Context: an optimization exercise on an open-source flow, tuned for small area. The choices shown serve that exercise and are no tape-out recipe. The RTL was checked by simulation tests, not by an equivalence proof against the original design.

==> inputs of branch raven <==
==> flow/design.v (excerpt) <==
module wht_1d #(
    parameter  WIDTH0 = 8,
    parameter  WIDTH1 = 11,
    parameter  WIDTH2 = 13
)(
    input   wire                            clk,
    input   wire                            rst_n,
    input   wire    signed  [WIDTH0-1:0]    blk_i0,
    input   wire    signed  [WIDTH0-1:0]    blk_i1,
    input   wire    signed  [WIDTH0-1:0]    blk_i2,
    input   wire    signed  [WIDTH0-1:0]    blk_i3,
    input   wire    signed  [WIDTH0-1:0]    blk_i4,
    input   wire    signed  [WIDTH0-1:0]    blk_i5,
    input   wire    signed  [WIDTH0-1:0]    blk_i6,
    input   wire    signed  [WIDTH0-1:0]    blk_i7,
    input   wire    signed  [WIDTH0-1:0]    blk_i8,
    input   wire    signed  [WIDTH0-1:0]    blk_i9,
    input   wire    signed  [WIDTH0-1:0]    blk_i10,
    input   wire    signed  [WIDTH0-1:0]    blk_i11,
    input   wire    signed  [WIDTH0-1:0]    blk_i12,
    input   wire    signed  [WIDTH0-1:0]    blk_i13,
    input   wire    signed  [WIDTH0-1:0]    blk_i14,
    input   wire    signed  [WIDTH0-1:0]    blk_i15,
    input   wire                            blk_ivalid,
    output  wire            [WIDTH2-1:0]    blk_o0,
    output  wire            [WIDTH2-1:0]    blk_o1,
    output  wire            [WIDTH2-1:0]    blk_o2,
    output  wire            [WIDTH2-1:0]    blk_o3,
    output  wire            [WIDTH2-1:0]    blk_o4,
    output  wire            [WIDTH2-1:0]    blk_o5,
    output  wire            [WIDTH2-1:0]    blk_o6,
    output  wire            [WIDTH2-1:0]    blk_o7,
    output  wire            [WIDTH2-1:0]    blk_o8,
    output  wire            [WIDTH2-1:0]    blk_o9,
    output  wire            [WIDTH2-1:0]    blk_o10,
    output  wire            [WIDTH2-1:0]    blk_o11,
    output  wire            [WIDTH2-1:0]    blk_o12,
    output  wire            [WIDTH2-1:0]    blk_o13,
    output  wire            [WIDTH2-1:0]    blk_o14,
    output  wire            [WIDTH2-1:0]    blk_o15,
    output  reg                             blk_ovalid
);
clock: 10.0 ns
lec_check: 0
cap_margin: 20
core_margin: 2
core_utilization: 50
place_density: 0.65
slew_margin: 20
run.sh (not shown) runs the stock make flow with config.mk's settings and CLKGATE_MAP_FILE= SYNTH_SCRIPT=/design/flow/synth_recipe.tcl, a recipe that flattens the netlist after the stock synthesis.
==> branch sierra: changes against branch raven <==
- ABC_AREA: default -> 1
- CORE_UTILIZATION: 50 -> 60
- PLACE_DENSITY: 0.65 -> 0.75
==> results.txt <==
Outcome: branch sierra no timing/DRC/antenna violations; branch raven no timing/DRC/antenna violations
Total of clock buffers placed in the layout: branch sierra 63; branch raven 62
Worst Clk Skew: branch sierra 16.3 ps; branch raven 23.7 ps
Number of non-clock buffers: branch sierra 340; branch raven 361
Max Fclk: branch sierra 105 MHz; branch raven 103 MHz
Met2 Wirelength: branch sierra 32900 um; branch raven 36200 um
Cell area after placement: branch sierra 34800 sq um; branch raven 33700 sq um
Overall via count from detail_route: branch sierra 23500; branch raven 20900
Post-Synth Adder-Cell Area: branch sierra 0.190; branch raven 0.226
Effective utilization at floorplan: branch sierra 0.609; branch raven 0.503
Met1 wire length: branch sierra 31200 um; branch raven 36400 um
Share of the synthesized area in compound gates (AO/OA/AOI/OAI): branch sierra 0.0283; branch raven 0.104


==> juniper: inputs <==
Another version of the RTL of wht_1d (not shown whole).
Settings: LEC_CHECK=0, CAP_MARGIN=20, CORE_MARGIN=2, CORE_UTILIZATION=65, PLACE_DENSITY=0.8, SLEW_MARGIN=20, SYNTH_HIERARCHICAL=1; clock period 10.0 ns.
standard.sh (not shown) runs the stock make flow with config.mk's settings and CLKGATE_MAP_FILE= SYNTH_SCRIPT=/design/flow/synth_recipe.tcl, a recipe that flattens the netlist after the stock synthesis.
==> flow/flow/run.sh <==
#!/bin/bash
# The standard ORFS layout (standard.sh), with two changes:
#  - port buffers are sky130_fd_sc_hd__buf_1 instead of the default delay buffer;
#  - the clock tree uses clkbuf_4 leaf clusters of up to 11 flip-flops and no dummy loads.
# make's full output goes to flow.log here; ORFS keeps each step's log under orfs/logs/.
set -euo pipefail
export BUFFER_PORTS_ARGS="-buffer_cell sky130_fd_sc_hd__buf_1"
export CTS_ARGS="-sink_clustering_enable -repair_clock_nets -dont_use_dummy_load -buf_list sky130_fd_sc_hd__clkbuf_4 -sink_clustering_size 11 -sink_clustering_max_diameter 50"
bash standard.sh > flow.log 2>&1
==> maple: changes against juniper <==
==> flow/run.sh (new file) <==
#!/bin/bash
# synth_recipe.tcl (not shown) runs the flow's synth.tcl, then flattens the netlist and writes it again
# the make line also repeats each setting of config.mk as NAME=value (left out here)
make -C /OpenROAD-flow-scripts/flow DESIGN_CONFIG=/design/flow/config.mk WORK_HOME=/design/flow/orfs CLKGATE_MAP_FILE= SYNTH_SCRIPT=/design/flow/synth_recipe.tcl finish
- CTS_BUF_LIST: default -> sky130_fd_sc_hd__clkbuf_4
- CTS_CLUSTER_DIAMETER: default -> 50
- CTS_CLUSTER_SIZE: default -> 11
removed: flow/flow/run.sh
removed: flow/standard.sh
==> results.txt <==
Result of the run: maple complete, no violations; juniper complete, no violations
Area fraction of clock buffers and clock inverters: maple 0.02031; juniper 0.01641
Skew-Pair Late Insertion Delay: maple 0.77 ns; juniper 0.73 ns
Drt pass-1 iters: maple 6; juniper 4
Minimum hold slack: maple 0.3074 ns; juniper 0.2554 ns
Slew HR: maple 0.6332; juniper 0.5899
Fraction of final layout cells sized beyond drive strength 1: maple 0.07191; juniper 0.03063
Critical path buffers and inverters: maple 2; juniper 4
Iter 0 DRT Violations: maple 338; juniper 327
Worst R2R End: maple blk_ovalid; juniper blk_ivalid_s2
Final clock period utilization by the worst path: maple 0.9726; juniper 0.9523
Flop2flop setup slack: maple 9.51 ns; juniper 9.52 ns
Most common cell after layout, fill and taps aside: maple sky130_fd_sc_hd__dfxtp_1; juniper sky130_fd_sc_hd__fa_1
Slowest stage delay, CP: maple 0.63 ns; juniper 0.59 ns
Upper clock frequency limit: maple 102.8 MHz; juniper 105.0 MHz
Met2 WL post-DR: maple 24,150 µm; juniper 23,350 µm
Routed wire length on met3: maple 2455 µm; juniper 2664 µm
Setup Slack @ Placement: maple 0.8607 ns; juniper 1.190 ns
Final-layout non-clock buffer area share: maple 0.1263; juniper 0.05151
Last element of the critical path: maple blk_o10[12]; juniper blk_o7[12]


==> 05-07 <==
Another version of the RTL of wht_1d (not shown whole).
// wht_1d
module wht_1d #(
    parameter  WIDTH0 = 8,
    parameter  WIDTH1 = 11,
    parameter  WIDTH2 = 13
)(
    input   wire                            clk,
    input   wire                            rst_n,
    input   wire    signed  [WIDTH0-1:0]    blk_i0,
    input   wire    signed  [WIDTH0-1:0]    blk_i1,
    input   wire    signed  [WIDTH0-1:0]    blk_i2,
    input   wire    signed  [WIDTH0-1:0]    blk_i3,
    input   wire    signed  [WIDTH0-1:0]    blk_i4,
    input   wire    signed  [WIDTH0-1:0]    blk_i5,
    input   wire    signed  [WIDTH0-1:0]    blk_i6,
    input   wire    signed  [WIDTH0-1:0]    blk_i7,
    input   wire    signed  [WIDTH0-1:0]    blk_i8,
    input   wire    signed  [WIDTH0-1:0]    blk_i9,
    input   wire    signed  [WIDTH0-1:0]    blk_i10,
    input   wire    signed  [WIDTH0-1:0]    blk_i11,
    input   wire    signed  [WIDTH0-1:0]    blk_i12,
    input   wire    signed  [WIDTH0-1:0]    blk_i13,
    input   wire    signed  [WIDTH0-1:0]    blk_i14,
    input   wire    signed  [WIDTH0-1:0]    blk_i15,
    input   wire                            blk_ivalid,
    output  wire            [WIDTH2-1:0]    blk_o0,
    output  wire            [WIDTH2-1:0]    blk_o1,
    output  wire            [WIDTH2-1:0]    blk_o2,
    output  wire            [WIDTH2-1:0]    blk_o3,
    output  wire            [WIDTH2-1:0]    blk_o4,
    output  wire            [WIDTH2-1:0]    blk_o5,
    output  wire            [WIDTH2-1:0]    blk_o6,
    output  wire            [WIDTH2-1:0]    blk_o7,
    output  wire            [WIDTH2-1:0]    blk_o8,
    output  wire            [WIDTH2-1:0]    blk_o9,
    output  wire            [WIDTH2-1:0]    blk_o10,
    output  wire            [WIDTH2-1:0]    blk_o11,
    output  wire            [WIDTH2-1:0]    blk_o12,
    output  wire            [WIDTH2-1:0]    blk_o13,
    output  wire            [WIDTH2-1:0]    blk_o14,
    output  wire            [WIDTH2-1:0]    blk_o15,
    output  reg                             blk_ovalid
);
Settings: LEC_CHECK=0, CAP_MARGIN=20, CORE_MARGIN=2, CORE_UTILIZATION=50, PLACE_DENSITY=0.65, SLEW_MARGIN=20, SYNTH_HIERARCHICAL=1; clock period 10.0 ns.
run.sh (not shown) runs the stock make flow with config.mk's settings and CLKGATE_MAP_FILE= SYNTH_SCRIPT=/design/flow/synth_recipe.tcl, a recipe that flattens the netlist after the stock synthesis.
Stock flow here: none of the scripts above is used.
==> 01-19: changes against 05-07 <==
Settings changed: CORE_UTILIZATION 50 to 60, CTS_BUF_LIST set to sky130_fd_sc_hd__clkbuf_4 sky130_fd_sc_hd__clkbuf_8, PLACE_DENSITY 0.65 to 0.7.
==> comparison table <==
Run status: 01-19 no timing/DRC/antenna violations; 05-07 no timing/DRC/antenna violations
Number of global-route vias before repair: 01-19 12739; 05-07 12779
Post-route worst setup slack: 01-19 0.320 ns; 05-07 0.330 ns
DP Wirelength: 01-19 42.1 mm; 05-07 43.5 mm
Timing-limited maximum frequency: 01-19 0.103 GHz; 05-07 0.103 GHz
Overall track demand over capacity in global routing: 01-19 23.9%; 05-07 20.3%
Vias per cell: 01-19 4.49; 05-07 4.36
Met3 wire length: 01-19 2.95 mm; 05-07 3.41 mm
Antenna violations before repair: 01-19 1; 05-07 0
Cell area after placement: 01-19 0.0269 mm2; 05-07 0.0270 mm2
Layout Nets: 01-19 2507; 05-07 2478
CTS HTree Levels: 01-19 3; 05-07 2
Fillers: 01-19 2741; 05-07 3724
Clock root cell: 01-19 clkbuf_8; 05-07 clkbuf_16
Relative area change from synthesis to final layout: 01-19 16.9%; 05-07 17.3%
Slack of the worst reg-to-reg path: 01-19 9.50 ns; 05-07 9.52 ns
Count of inserted tapcells: 01-19 525; 05-07 615
Final core utilization: 01-19 71.5%; 05-07 59.7%

re-timing with driven ports:
Ports are ideal in the flow. The routed layouts listed here were re-timed in OpenROAD. Step 1 sets driving cells, clkbuf_16 on the clock port and buf_2 on the other inputs (assumed; they add their load-dependent delay and slew). Step 2 moves the port delays by t, midway between the first and last clock arrival at a register: inputs arrive t later, outputs are due t later. That takes back most of the time a late clock gives input paths. Three values: ideal ports, drivers, drivers and shift; two values: the first two.
| run | shift t [ns] | setup WS [ns] | pins driven straight from the clock port |
|---|---|---|---|
| branch raven | 0.646 | 0.256 / 0.195 / 0.841 | 1 |
| branch sierra | 0.650 | 0.497 / 0.437 / 1.087 | 1 |
| juniper | 0.770 | 0.477 / 0.428 / 1.199 | 1 |
| maple | 0.808 | 0.274 / 0.224 / 1.032 | 1 |
| 05-07 | 0.613 | 0.330 / 0.272 / 0.885 | 1 |
| 01-19 | 0.647 | 0.320 / 0.268 / 0.915 | 1 |
After both steps every run listed still meets setup and hold.
